What follows belongs to an exercise in optimizing a design on an open flow for small area; a production flow would make more cautious choices.
The RTL was checked by simulation tests, not by an equivalence proof against the original design.
The clock port is modelled as an ideal driver, which makes a skipped or thinned clock tree look cheaper than it is; a real chip needs a root buffer or a tree.
Power is estimated from default activity; no workload was simulated.

==> design/flow/design.v <==
module divisorDeReloj(
    input relojNexys2,
    input rst,
    output pulsoReloj
    );
	reg [16:0] q;
	wire ceros = ~|q[15:0];
	always @(posedge relojNexys2, posedge rst)
	begin
		if (rst)
			q <= 17'h00204;
		else
			q <= {q[15:0], q[16] ^ q[13] ^ ceros};
	end
	assign pulsoReloj = ceros & ~q[16];
endmodule
module contadorSelector(
    input clk,
    input rst,
    input frecuenciaReloj,
    output [1:0] contador
    );
	reg [1:0] j;
	always @(posedge clk, posedge rst)
	begin
		if (rst)
			j <= 2'b00;
		else if (frecuenciaReloj)
			j <= {j[0], ~j[1]};
	end
	assign contador = j;
endmodule
module display7Seg(x, op, sel, an, seg);
  input [3:0] x;
  wire [3:0] x;
  input [1:0] op;
  wire [1:0] op;
  input [1:0] sel;
  wire [1:0] sel;
  output [3:0] an;
  wire [3:0] an;
  output [7:0] seg;
  wire [7:0] seg;
  wire _087_;
  wire _088_;
  wire _089_;
  wire _090_;
  wire _091_;
  wire _092_;
  wire _093_;
  wire _094_;
  wire _095_;
  wire _096_;
  wire _097_;
  wire _098_;
  wire _099_;
  wire _100_;
  wire _101_;
  wire _102_;
  wire _103_;
  wire _104_;
  wire _105_;
  wire _106_;
  wire _107_;
  wire _108_;
  wire _109_;
  wire _110_;
  wire _111_;
  wire _112_;
  wire _113_;
  wire _114_;
  wire _115_;
  wire _116_;
  wire _117_;
  wire _118_;
  wire _119_;
  wire _120_;
  wire _121_;
  wire _122_;
  wire _123_;
  wire _124_;
  wire _125_;
  wire _126_;
  wire _127_;
  wire _128_;
  wire _129_;
  wire _130_;
  wire _131_;
  wire _132_;
  wire _133_;
  wire _134_;
  wire _135_;
  wire _136_;
  wire _137_;
  wire _138_;
  wire _139_;
  wire _140_;
  wire _141_;
  wire _142_;
  wire _143_;
  wire _144_;
  wire _145_;
  wire _146_;
  wire _147_;
  wire _148_;
  wire _149_;
  wire _150_;
  wire _151_;
  wire _152_;
  wire _153_;
  wire _154_;
  wire _155_;
  wire _156_;
  wire _157_;
  wire _158_;
  wire _159_;
  wire _160_;
  wire _161_;
  wire _162_;
  wire _163_;
  wire _164_;
  wire _165_;
  wire _166_;
  wire _167_;
  wire _168_;
  wire _169_;
  wire _170_;
  wire _171_;
  wire _172_;
  wire _173_;
  wire _174_;
  wire _175_;
  wire _176_;
  wire _177_;
  wire _178_;
  wire _179_;
  wire _180_;
  wire _181_;
  wire _182_;
  wire _183_;
  wire _184_;
  wire _185_;
  wire _186_;
  wire _187_;
  wire _188_;
  wire _189_;
  wire _190_;
  wire _191_;
  wire _192_;
  wire _193_;
  wire _194_;
  wire _195_;
  wire _196_;
  wire _197_;
  wire _198_;
  wire _199_;
  wire _200_;
  wire _201_;
  wire _202_;
  wire _203_;
  wire _204_;
  wire _205_;
  wire _206_;
  wire _207_;
  wire _208_;
  wire _209_;
  wire _210_;
  wire _211_;
  wire _212_;
  wire _213_;
  wire _214_;
  wire _215_;
  wire _216_;
  wire _217_;
  wire _218_;
  wire _219_;
  wire _220_;
  wire _221_;
  wire _222_;
  wire _223_;
  wire _224_;
  wire _225_;
  wire _226_;
  wire _227_;
  wire _228_;
  wire _229_;
  wire _230_;
  wire _231_;
  wire _232_;
  wire _233_;
  wire _234_;
  wire _235_;
  wire _236_;
  wire _237_;
  wire _238_;
  wire _239_;
  wire _240_;
  wire _241_;
  wire _242_;
  wire _243_;
  wire _244_;
  wire _245_;
  wire _246_;
  wire _247_;
  wire _248_;
  wire _249_;
  wire _250_;
  wire _251_;
  wire _252_;
  wire _253_;
  wire _254_;
  wire _255_;
  wire _256_;
  wire _257_;
  wire _258_;
  wire _259_;
  wire _260_;
  wire _261_;
  wire _262_;
  wire _263_;
  wire _264_;
  wire _265_;
  wire _266_;
  wire _267_;
  wire _268_;
  wire _269_;
  wire _270_;
  wire _271_;
  wire _272_;
  wire _273_;
  wire _274_;
  wire _275_;
  wire _276_;
  wire _277_;
  wire _278_;
  wire _279_;
  wire _280_;
  wire _281_;
  wire _282_;
  wire _283_;
  wire _284_;
  wire _285_;
  wire _286_;
  wire _287_;
  wire _288_;
  wire _289_;
  wire _290_;
  wire _291_;
  wire _292_;
  wire _293_;
  wire _294_;
  wire _295_;
  wire _296_;
  wire _297_;
  wire _298_;
  wire _299_;
  wire _300_;
  wire _301_;
  wire _302_;
  wire _303_;
  wire _304_;
  wire _305_;
  wire _306_;
  wire _307_;
  wire _308_;
  wire _309_;
  wire _310_;
  wire _311_;
  wire _312_;
  wire _313_;
  wire _314_;
  wire _315_;
  wire _316_;
  wire _317_;
  wire _318_;
  wire _319_;
  wire _320_;
  wire _321_;
  wire _322_;
  wire _323_;
  wire _324_;
  wire _325_;
  wire _326_;
  wire _327_;
  wire _328_;
  wire _329_;
  wire _330_;
  wire _331_;
  wire _332_;
  wire _333_;
  wire _334_;
  wire _335_;
  wire _336_;
  wire _337_;
  wire _338_;
  wire _339_;
  wire _340_;
  wire _341_;
  wire _342_;
  wire _343_;
  wire _344_;
  wire _345_;
  wire _346_;
  wire _347_;
  wire _348_;
  wire _349_;
  wire _350_;
  wire _351_;
  wire _352_;
  wire _353_;
  wire _354_;
  wire _355_;
  wire _356_;
  wire _357_;
  wire _358_;
  wire _359_;
  wire _360_;
  wire _361_;
  wire _362_;
  wire _363_;
  wire _364_;
  wire _365_;
  wire _366_;
  wire _367_;
  wire _368_;
  wire _369_;
  wire _370_;
  wire _371_;
  wire _372_;
  wire _373_;
  wire _374_;
  wire _375_;
  wire _376_;
  wire _377_;
  wire _378_;
  wire _379_;
  wire _380_;
  wire _381_;
  wire _382_;
  wire _383_;
  wire _384_;
  wire _385_;
  wire _386_;
  wire _387_;
  wire _388_;
  wire _389_;
  wire _390_;
  wire _391_;
  wire _392_;
  wire _393_;
  wire _394_;
  wire _395_;
  wire _396_;
  wire _397_;
  wire _398_;
  assign _230_ = ~sel[0];
  assign _231_ = ~sel[1];
  assign _137_ = _260_ | _261_;
  assign _260_ = ~_230_;
  assign _261_ = ~_231_;
  assign _226_ = ~x[1];
  assign _223_ = _262_ | _263_;
  assign _262_ = ~x[3];
  assign _263_ = ~_226_;
  assign _207_ = _264_ | _265_;
  assign _264_ = ~x[2];
  assign _265_ = ~_223_;
  assign _215_ = ~op[0];
  assign _198_ = _266_ | _267_;
  assign _266_ = ~_215_;
  assign _267_ = ~op[1];
  assign _208_ = _268_ | _269_;
  assign _268_ = ~sel[0];
  assign _269_ = ~_231_;
  assign _204_ = _270_ & _271_;
  assign _270_ = ~_207_;
  assign _271_ = ~_208_;
  assign _275_ = _272_ & _273_;
  assign _199_ = _275_ & _274_;
  assign _272_ = ~_230_;
  assign _273_ = ~x[3];
  assign _274_ = ~_204_;
  assign _276_ = _207_ | _198_;
  assign _192_ = _276_ | _199_;
  assign _193_ = ~x[0];
  assign _280_ = _277_ & _278_;
  assign _173_ = _280_ & _279_;
  assign _277_ = ~_230_;
  assign _278_ = ~_192_;
  assign _279_ = ~_193_;
  assign _186_ = _281_ & _282_;
  assign _281_ = ~x[3];
  assign _282_ = ~_226_;
  assign _180_ = ~_186_;
  assign _181_ = _283_ & _284_;
  assign _283_ = ~x[2];
  assign _284_ = ~_193_;
  assign _288_ = _285_ | _286_;
  assign _163_ = _288_ | _287_;
  assign _285_ = ~_230_;
  assign _286_ = ~_180_;
  assign _287_ = ~_181_;
  assign _172_ = _215_ | op[1];
  assign _289_ = _198_ & _172_;
  assign _290_ = _289_ | _173_;
  assign _168_ = _290_ | _199_;
  assign _164_ = _291_ & _292_;
  assign _291_ = ~sel[1];
  assign _292_ = ~_168_;
  assign _297_ = _293_ & _294_;
  assign _298_ = _297_ | _295_;
  assign _139_ = _298_ | _296_;
  assign _293_ = ~_230_;
  assign _294_ = ~x[3];
  assign _295_ = ~_163_;
  assign _296_ = ~_164_;
  assign _302_ = _299_ & _300_;
  assign _148_ = _302_ & _301_;
  assign _299_ = ~x[2];
  assign _300_ = ~_223_;
  assign _301_ = ~_230_;
  assign _149_ = _303_ | _304_;
  assign _303_ = ~_207_;
  assign _304_ = ~_198_;
  assign _144_ = _305_ & _306_;
  assign _305_ = ~_148_;
  assign _306_ = ~_149_;
  assign _310_ = _307_ & _308_;
  assign _140_ = _310_ & _309_;
  assign _307_ = ~x[0];
  assign _308_ = ~_144_;
  assign _309_ = ~_204_;
  assign _315_ = _311_ & _312_;
  assign _316_ = _313_ & _314_;
  assign _103_ = _315_ | _316_;
  assign _311_ = ~_139_;
  assign _312_ = ~_140_;
  assign _313_ = ~_137_;
  assign _314_ = ~_192_;
  assign _133_ = ~_139_;
  assign _130_ = _317_ | _318_;
  assign _317_ = ~_204_;
  assign _318_ = ~_133_;
  assign _323_ = _319_ & _320_;
  assign _324_ = _323_ & _321_;
  assign _120_ = _324_ | _322_;
  assign _319_ = ~sel[0];
  assign _320_ = ~_193_;
  assign _321_ = ~_198_;
  assign _322_ = ~_130_;
  assign _328_ = _325_ & _326_;
  assign _121_ = _328_ & _327_;
  assign _325_ = ~x[2];
  assign _326_ = ~_223_;
  assign _327_ = ~_172_;
  assign _108_ = _329_ & _330_;
  assign _329_ = ~_120_;
  assign _330_ = ~_121_;
  assign _334_ = _331_ & _332_;
  assign _114_ = _334_ & _333_;
  assign _331_ = ~_208_;
  assign _332_ = ~_199_;
  assign _333_ = ~_172_;
  assign _341_ = _335_ & _336_;
  assign _342_ = _337_ & _338_;
  assign _343_ = _339_ & _340_;
  assign _344_ = _341_ | _342_;
  assign _109_ = _344_ | _343_;
  assign _335_ = ~_223_;
  assign _336_ = ~_114_;
  assign _337_ = ~_180_;
  assign _338_ = ~_114_;
  assign _339_ = ~_163_;
  assign _340_ = ~_114_;
  assign _348_ = _345_ | _346_;
  assign _104_ = _348_ | _347_;
  assign _345_ = ~_164_;
  assign _346_ = ~_108_;
  assign _347_ = ~_109_;
  assign _351_ = _349_ & _350_;
  assign _088_ = _351_ & _104_;
  assign _349_ = ~_173_;
  assign _350_ = ~_103_;
  assign _151_ = _352_ | _353_;
  assign _352_ = ~_230_;
  assign _353_ = ~sel[1];
  assign _087_ = _354_ & _355_;
  assign _354_ = ~_181_;
  assign _355_ = ~_104_;
  assign _357_ = _088_ | _148_;
  assign _358_ = _357_ | _103_;
  assign _106_ = _358_ | _356_;
  assign _356_ = ~_109_;
  assign _364_ = _359_ & _360_;
  assign _365_ = _364_ & _361_;
  assign _366_ = _365_ | _362_;
  assign _147_ = _366_ | _363_;
  assign _359_ = ~sel[0];
  assign _360_ = ~_193_;
  assign _361_ = ~_186_;
  assign _362_ = ~_087_;
  assign _363_ = ~_106_;
  assign _372_ = _367_ & _368_;
  assign _373_ = _372_ & _369_;
  assign _374_ = _373_ | _370_;
  assign _210_ = _374_ | _371_;
  assign _367_ = ~_137_;
  assign _368_ = ~_192_;
  assign _369_ = ~_186_;
  assign _370_ = ~_151_;
  assign _371_ = ~_147_;
  assign _380_ = _375_ & _376_;
  assign _381_ = _380_ & _377_;
  assign _382_ = _381_ & _378_;
  assign _244_ = _382_ | _379_;
  assign _375_ = ~_109_;
  assign _376_ = ~_088_;
  assign _377_ = ~_120_;
  assign _378_ = ~_210_;
  assign _379_ = ~_151_;
  assign _387_ = _383_ & _384_;
  assign _388_ = _387_ & _385_;
  assign _243_ = _388_ & _386_;
  assign _383_ = ~_198_;
  assign _384_ = ~_168_;
  assign _385_ = ~_133_;
  assign _386_ = ~_148_;
  assign _389_ = _114_ | _244_;
  assign _247_ = _389_ | _243_;
  assign _250_ = _390_ | _391_;
  assign _390_ = ~_088_;
  assign _391_ = ~_247_;
  assign _395_ = _392_ & _393_;
  assign _254_ = _395_ | _394_;
  assign _392_ = ~_106_;
  assign _393_ = ~_243_;
  assign _394_ = ~_250_;
  assign _396_ = _120_ | _243_;
  assign _253_ = _396_ | _254_;
  assign _257_ = _397_ | _398_;
  assign _397_ = ~sel[0];
  assign _398_ = ~sel[1];
  assign _089_ = _148_;
  assign _090_ = _103_;
  assign _091_ = _109_;
  assign _092_ = _106_;
  assign _093_ = _186_;
  assign _094_ = _181_;
  assign _095_ = _104_;
  assign _096_ = _087_;
  assign _097_ = _193_;
  assign _098_ = _230_;
  assign _099_ = sel[1];
  assign _100_ = _151_;
  assign _101_ = sel[0];
  assign _102_ = _173_;
  assign _105_ = _088_;
  assign _107_ = _164_;
  assign _110_ = _104_;
  assign _111_ = _223_;
  assign _112_ = _180_;
  assign _113_ = _163_;
  assign _115_ = _109_;
  assign _116_ = _208_;
  assign _117_ = _199_;
  assign _118_ = _172_;
  assign _119_ = _114_;
  assign _122_ = _108_;
  assign _123_ = x[2];
  assign _124_ = _223_;
  assign _125_ = _172_;
  assign _126_ = _121_;
  assign _127_ = sel[0];
  assign _128_ = _193_;
  assign _129_ = _198_;
  assign _131_ = _120_;
  assign _132_ = _204_;
  assign _134_ = _130_;
  assign _135_ = _139_;
  assign _136_ = _133_;
  assign _138_ = _192_;
  assign _141_ = _103_;
  assign _142_ = _210_;
  assign _143_ = x[0];
  assign _145_ = _204_;
  assign _146_ = _140_;
  assign _150_ = _144_;
  assign _152_ = _207_;
  assign _153_ = _198_;
  assign _154_ = _149_;
  assign _155_ = _186_;
  assign _156_ = x[2];
  assign _157_ = _223_;
  assign _158_ = _230_;
  assign _159_ = _148_;
  assign _160_ = _192_;
  assign _161_ = _230_;
  assign _162_ = x[3];
  assign _165_ = _139_;
  assign _166_ = _137_;
  assign _167_ = sel[1];
  assign _169_ = _164_;
  assign _170_ = _147_;
  assign _171_ = _198_;
  assign _174_ = _199_;
  assign _175_ = _168_;
  assign _176_ = _215_;
  assign _177_ = op[1];
  assign _178_ = _172_;
  assign _179_ = _230_;
  assign _182_ = _163_;
  assign _183_ = x[2];
  assign _184_ = _193_;
  assign _185_ = _181_;
  assign _187_ = _180_;
  assign _188_ = x[3];
  assign _189_ = _226_;
  assign _190_ = _186_;
  assign _191_ = _230_;
  assign _194_ = _173_;
  assign _195_ = x[0];
  assign _196_ = _193_;
  assign _197_ = _207_;
  assign _200_ = _192_;
  assign _201_ = _244_;
  assign _202_ = _230_;
  assign _203_ = x[3];
  assign _205_ = _199_;
  assign _206_ = _151_;
  assign _209_ = _204_;
  assign _211_ = sel[0];
  assign _212_ = _231_;
  assign _213_ = _208_;
  assign _214_ = _120_;
  assign _216_ = op[1];
  assign _217_ = _198_;
  assign _218_ = _088_;
  assign _219_ = op[0];
  assign _220_ = _215_;
  assign _221_ = _109_;
  assign _222_ = x[2];
  assign _224_ = _207_;
  assign _225_ = x[3];
  assign _227_ = _223_;
  assign _228_ = x[1];
  assign _229_ = _226_;
  assign _232_ = _137_;
  assign _233_ = sel[1];
  assign _234_ = _231_;
  assign _235_ = sel[0];
  assign _236_ = _230_;
  assign _237_ = _243_;
  assign _238_ = _148_;
  assign _239_ = _133_;
  assign _240_ = _168_;
  assign _241_ = _198_;
  assign _242_ = _247_;
  assign _245_ = _114_;
  assign _246_ = _250_;
  assign _248_ = _088_;
  assign _249_ = _254_;
  assign _251_ = _243_;
  assign _252_ = _106_;
  assign _255_ = _243_;
  assign _256_ = _120_;
  assign _258_ = sel[1];
  assign _259_ = sel[0];
  assign seg = { _254_, _210_, _244_, _254_, _253_, _247_, _088_, 1'h1 };
  assign an = { _257_, _208_, _137_, 1'h1 };
endmodule
module relojContadorAritmeticaMuxDisp7SegTLD(
    input [3:0] numBinario,
    input [1:0] seleccionarOperacion,
    input clkNexys2,
    input Reset,
    output [3:0] leds,
    output [7:0] ledsDisplay,
    output [3:0] anodoComun
    );
	assign leds = numBinario;
	wire pulso;
	wire [1:0] selector;
	divisorDeReloj frecuenciaReloj(.relojNexys2(clkNexys2), .rst(Reset), .pulsoReloj(pulso));
	contadorSelector selectorDisplay(.clk(clkNexys2), .rst(Reset), .frecuenciaReloj(pulso), .contador(selector));
	display7Seg mostrarDigito(.x(numBinario), .op(seleccionarOperacion), .sel(selector), .an(anodoComun), .seg(ledsDisplay));
endmodule
==> design/flow/flow/run.sh <==
#!/bin/bash
# Own layout flow: the standard flow (standard.sh) with these changes:
#  - synthesis runs the standard flow's synthesis script unchanged, except that Yosys's abc call
#    uses the area-oriented ABC script in flow/area.abc instead of ORFS's speed script,
#    and Yosys does not map half/full adders to adder cells before ABC;
#  - port buffers are the smallest buffer cell (buf_1) instead of ORFS's default choice;
#  - the two constant outputs share one tie cell (SKIP_REPAIR_TIE_FANOUT=1);
#  - after CTS, the clock tree's leaf buffers are removed and its root buffer, resized to
#    buf_6, drives all 19 flip-flops directly (flow/one_clock_buffer.tcl). Every flip-flop
#    then gets the clock through the same single buffer.
# Each tool's full output stays in this folder: *.log here, per-step logs in orfs/logs.
set -euo pipefail
here=$(pwd)
{
  echo "set ::my_abc_script $here/flow/area.abc"
  cat "$here/flow/abc_override.tcl"
  cat "$here/synth_recipe.tcl"
} > "$here/own_synth.tcl"
export BUFFER_PORTS_ARGS="-buffer_cell sky130_fd_sc_hd__buf_1"
export CTS_ARGS="-sink_clustering_enable -repair_clock_nets -dont_use_dummy_load -sink_clustering_size 30 -sink_clustering_max_diameter 300 -root_buf sky130_fd_sc_hd__clkbuf_4 -buf_list sky130_fd_sc_hd__clkbuf_4"
args=(SYNTH_SCRIPT="$here/own_synth.tcl" ADDER_MAP_FILE= SKIP_REPAIR_TIE_FANOUT=1)
bash standard.sh "${args[@]}" cts > "$here/standard_to_cts.log" 2>&1
export RESULTS_DIR="$here/orfs/results/$FLOW_PLATFORM/relojContadorAritmeticaMuxDisp7SegTLD/base"
export CLOCK_PORT=clkNexys2
export ROOT_CLOCK_BUFFER=${ROOT_CLOCK_BUFFER:-sky130_fd_sc_hd__buf_6}
openroad -no_init -exit "$here/flow/one_clock_buffer.tcl" > "$here/one_clock_buffer.log" 2>&1
bash standard.sh "${args[@]}" finish > "$here/standard_finish.log" 2>&1
==> design/flow/flow/abc_override.tcl <==
# Run Yosys's abc with our own ABC script in place of the one ORFS passes.
proc abc {args} {
  set i [lsearch -exact $args -script]
  if { $i >= 0 } {
    lset args [expr { $i + 1 }] $::my_abc_script
  }
  yosys abc {*}$args
}
==> design/flow/flow/area.abc <==
strash
dch -f
amap
topo
==> design/flow/flow/one_clock_buffer.tcl <==
# After CTS: replace the two-level clock tree (root buffer feeding leaf buffers) by the
# root buffer alone, resized to ROOT_CLOCK_BUFFER, driving every clock sink. The clock port still feeds
# only the root buffer's input.
set results $::env(RESULTS_DIR)
read_db $results/4_cts.odb
set db [ord::get_db]
set block [ord::get_db_block]
set port_net [$block findNet $::env(CLOCK_PORT)]
set root ""
foreach it [$port_net getITerms] {
  set inst [$it getInst]
  if { [string match "*clkbuf*" [[$inst getMaster] getName]] } { set root $inst }
}
if { $root == "" } { error "no root clock buffer" }
set root_net [[$root findITerm X] getNet]
foreach it [$root_net getITerms] {
  set inst [$it getInst]
  if { $inst == $root } { continue }
  if { ![string match "*clkbuf*" [[$inst getMaster] getName]] } { continue }
  set leaf_net [[$inst findITerm X] getNet]
  foreach sink [$leaf_net getITerms] {
    if { [$sink getInst] == $inst } { continue }
    $sink disconnect
    $sink connect $root_net
  }
  puts "removing leaf clock buffer [$inst getName]"
  odb::dbInst_destroy $inst
  odb::dbNet_destroy $leaf_net
}
$root swapMaster [$db findMaster $::env(ROOT_CLOCK_BUFFER)]
detailed_placement
check_placement -verbose
write_db $results/4_cts.odb
==> design/flow/standard.sh <==
#!/bin/bash
# synth_recipe.tcl (not shown) runs the flow's synth.tcl, then flattens the netlist and writes it again
# the make line also repeats each setting of config.mk as NAME=value (left out here)
make -C /OpenROAD-flow-scripts/flow DESIGN_CONFIG=/design/flow/config.mk WORK_HOME=/design/flow/orfs CLKGATE_MAP_FILE= SYNTH_SCRIPT=/design/flow/synth_recipe.tcl "${@:-finish}"
==> design/flow/config.mk <==
export PLATFORM = sky130hd
export DESIGN_NAME = relojContadorAritmeticaMuxDisp7SegTLD
export DESIGN_NICKNAME = relojContadorAritmeticaMuxDisp7SegTLD
export VERILOG_FILES = /design/flow/design.v
export SDC_FILE = /design/flow/constraint.sdc
export NUM_CORES = 4
export LEC_CHECK = 0
export CAP_MARGIN = 20
export CORE_AREA = 2.3 2.72 57.5 57.12
export DIE_AREA = 0 0 60 60
export SLEW_MARGIN = 20
==> design/flow/constraint.sdc <==
create_clock -name core_clock -period 20.0 [get_ports {clkNexys2}]
set_input_delay 4.0000 -clock core_clock [delete_from_list [all_inputs] [get_ports {clkNexys2}]]
set_output_delay 4.0000 -clock core_clock [all_outputs]
set_load 0.01 [all_outputs]
==> run notes <==
[layout make-up]
class,instances,area (um^2)
fillers,320,2080
flip-flops and latches,19,478
multi-input cells,50,279
repair buffers,21,78.8
well taps,33,41.3
inverters,9,33.8
clock buffers,1,11.3
[worst max-delay path by stage]
stage,from,to,slack (ns),cells after the start
after floorplan,numBinario[1],ledsDisplay[3],8.64,23
after global placement,numBinario[3],ledsDisplay[3],8.06,23
after detailed placement,numBinario[3],ledsDisplay[3],7.93,23
after CTS,numBinario[3],ledsDisplay[3],7.92,23
after global routing,numBinario[3],ledsDisplay[3],7.41,23
final,numBinario[3],ledsDisplay[3],7.83,23
[synth_stat cells]
cell      count
dfrtp_1      17
buf_4        16
nand2_1      11
clkinv_1      9
nor3_1        8
nor2_1        4
nor4_1        4
o22ai_1       4
or3_1         4
dfstp_2       2
a211o_1       1
a211oi_1      1
a21oi_1       1
a311oi_1      1
a31oi_1       1
conb_1        1
nand3b_1      1
nand4_1       1
nor4b_1       1
o211ai_1      1
o21ai_0       1
o311ai_0      1
o32ai_1       1
o41ai_1       1
or2_0         1
[routing by layer]
layer	wire [um]	part of all wire, %	GRT usage (%)	up-vias
li1	-	-	-	329
met1	729	46	15.6	325
met2	758	48	19.4	27
met3	91	5.7	1.52	2
met4	4	0.25	0.635	0
met5	0	0	0	-
[cells by family after synthesis]
kind of cell | synth area share [%]
AOI/OAI and AO/OA | 11.0
DFF | 52.5
and+or+nand+nor | 19.2
buffers and inverters | 16.9
other | 0.412
[registers in the layout (all words and copies together), names as in the netlist]
register	count
frecuenciaReloj.q	17
selectorDisplay.j	2
[worst max-delay path, delay by kind of cell]
kind | cells | cell delay, ns
simple gates | 15 | 2.60
buf+inv | 2 | 0.31
compound gates | 6 | 1.25
[metrics by stage]
step,power [uW],setup slack (ns),hold WS [ns],instance area [um^2]
floorplan,48.4,8.64,0.354,911
global placement,48.1,8.06,0.360,911
detailed placement,48.2,7.93,0.361,911
CTS,65.7,7.92,0.367,933
global route,64.0,7.41,0.402,922
finish,59.9,7.83,0.385,922
[power groups by stage]
stage	Sequential [uW]	Clock, uW	Combinational (uW)
after floorplan	39.1	0	9.28
after global placement	39.1	0	8.93
after detailed placement	39.2	0	9.08
after CTS	38.4	18.1	9.12
after global routing	38.4	15.1	10.4
final	38.4	12.5	9.04
[cell usage in the layout, fill, tap and decap left out, types with 2 or more instances in the layout]
cell type,Yosys,layout
o22ai_1,4,4
nor4_1,4,4
or3_1,4,4
nor3_1,8,8
nand2_1,11,11
dfrtp_1,17,17
buf_1,0,21
dfstp_2,2,2
clkinv_1,9,9
nor2_1,4,4
==> impl_metrics.toml <==
[finish]
layout.nets = 110
instances_no_fill = 133
drive_gt1_share_pct = 3.00
areaGrowthSynthToFinish_pct = 1.24
n_antenna_cell = 0
fin_util_pct = 30.7

[power_and_ir_drop]
seqPwrFrac_pct = 64.1
switching_share_pct = 24.3
power.share.clock_pct = 20.8
leakagePower_uw = 0.000366
power_density_nw_per_um2 = 65.0
irDropWorstVdd_uv = 49.3
power.internal_uw = 45.4
p_sw_uw = 14.6
p_comb_share_pct = 15.1

[floorplan]
row_count = 20
initial_utilization_pct = 30.3
ios = 24
fp.dieH_um = 60
dieArea_um2 = 3600
core-area_um2 = 3000
die_w_um = 60

[routing]
totalWireLength_um = 1580
via_per_inst = 5.14
drtIter0Drc = 86
routedWlPerCell_um = 11.9
first_pass_iters = 6
vias = 683
postRouteAntennaNets = 0
drc_errors = 0

[cts]
holdBufCountCts = 0
clock_latency_ns = 0.13
cts_resized = 0
clkTransAtPathRegs_ns = 0.11
cts.sinks = 19
postCtsSetupBuffers = 0

[placed_design]
gp_congestion = 0.923
dp_hpwl_um = 1220
place_inst = 132
port_buffers = 21

[critical_path]
crit_path_max_incr_delay_ns = 0.44
critPathRequiredTime_ns = 16.00
r2r-start = "frecuenciaReloj.q[11]$_DFF_PP0_"
reg2reg_depth = 5
slowest_stage = "o32ai_1"
cp-end-kind = "primary output"
arrival_ns = 8.17
crit_path_start_kind = "input pin"
timing.rr.end = "selectorDisplay.j[0]$_DFFE_PP0P_"
cp_max_fo = 5
crit_top_cell = "nor3_1"
crit_chain = "buf_1, nand2_1, nand2_1, nor2_1, nor3_1, or3_1, nor3_1, a211o_1, nor2_1, o211ai_1, o32ai_1, nor3_1, nor3_1, nor3_1, nand2_1, nand3b_1, o311ai_0, o41ai_1, or3_1, nand2_1, o21ai_0, or3_1, buf_1"
r2r_setup_slack_ns = 18.55
critPathKind = "input pin to primary output"

[timing]
setup_violations = 0
rsz0062_at_grt = "no"
max_freq_ghz = 0.0822
worst_slew_pin_slew_ns = 0.628
fin_crit_ns = 12.17
period_share_pct = 60.9
fin_skew_ns = 0.000587
drv_slew = 0
timing.slew.headroom_pct = 57.9
hold_viol = 0
finalSetupTns_ns = 0

[global_route]
globalRouteOverflowTotal = 0
grt_pass1_wl_um = 2710
grt_pass1_vias = 648
grt_max_degree = 20
grt_usage_pct = 11.2
antenna_found_initial = 0

[worst_hold_path]
holdPathStages = 0
hold_path.class = "flip-flop to flip-flop"
min_from = "frecuenciaReloj.q[8]$_DFF_PP0_"
holdPathEnd = "frecuenciaReloj.q[9]$_DFF_PP1_"

[logic_synthesis]
synthDistinctLibCells = 25
syn_avg_cell_area_um2 = 9.69
synth_area_leaders = "dfrtp_1 (47%), buf_4 (13%), dfstp_2 (5.8%), nand2_1 (4.5%), nor3_1 (4.4%)"
yosys_warnings = 2
syn_area_um2 = 911
yosysSeqAreaShare_pct = 52.5
syn_nets = 102
ys_ff_latch = 19
synth_cells = 94
synth_top_area_cell = "dfrtp_1"
synth.top_cell.area_share_pct = 46.7

[job]
drv_cap = 0

[run_status]
status = "no timing/DRC/antenna violations"

static timing again, ports no longer ideal:
No port has a modelled driver above. Below, the same layout with a new extraction and two added sets of constraints. Step 1 assumes that a clkbuf_16 drives the clock port and a buf_2 every other input. Step 2 adds t to the input delays and takes it off the output delays; t is the mean of the earliest and latest rising clock arrival at the registers after step 1. Input paths then give back, and output paths get back, about the clock's delay inside the block. Three values: ideal ports, drivers, drivers and shift; two values: the first two.
t, ns: 0.153
setup slack, ns: 7.830 / 7.808 / 7.808
clock arrival spread, ns: 0.001 / 0.001
After both steps this run still meets setup and hold. For this run, drivers alone change the setup slack by -0.022 ns; drivers and shift together by -0.022 ns.
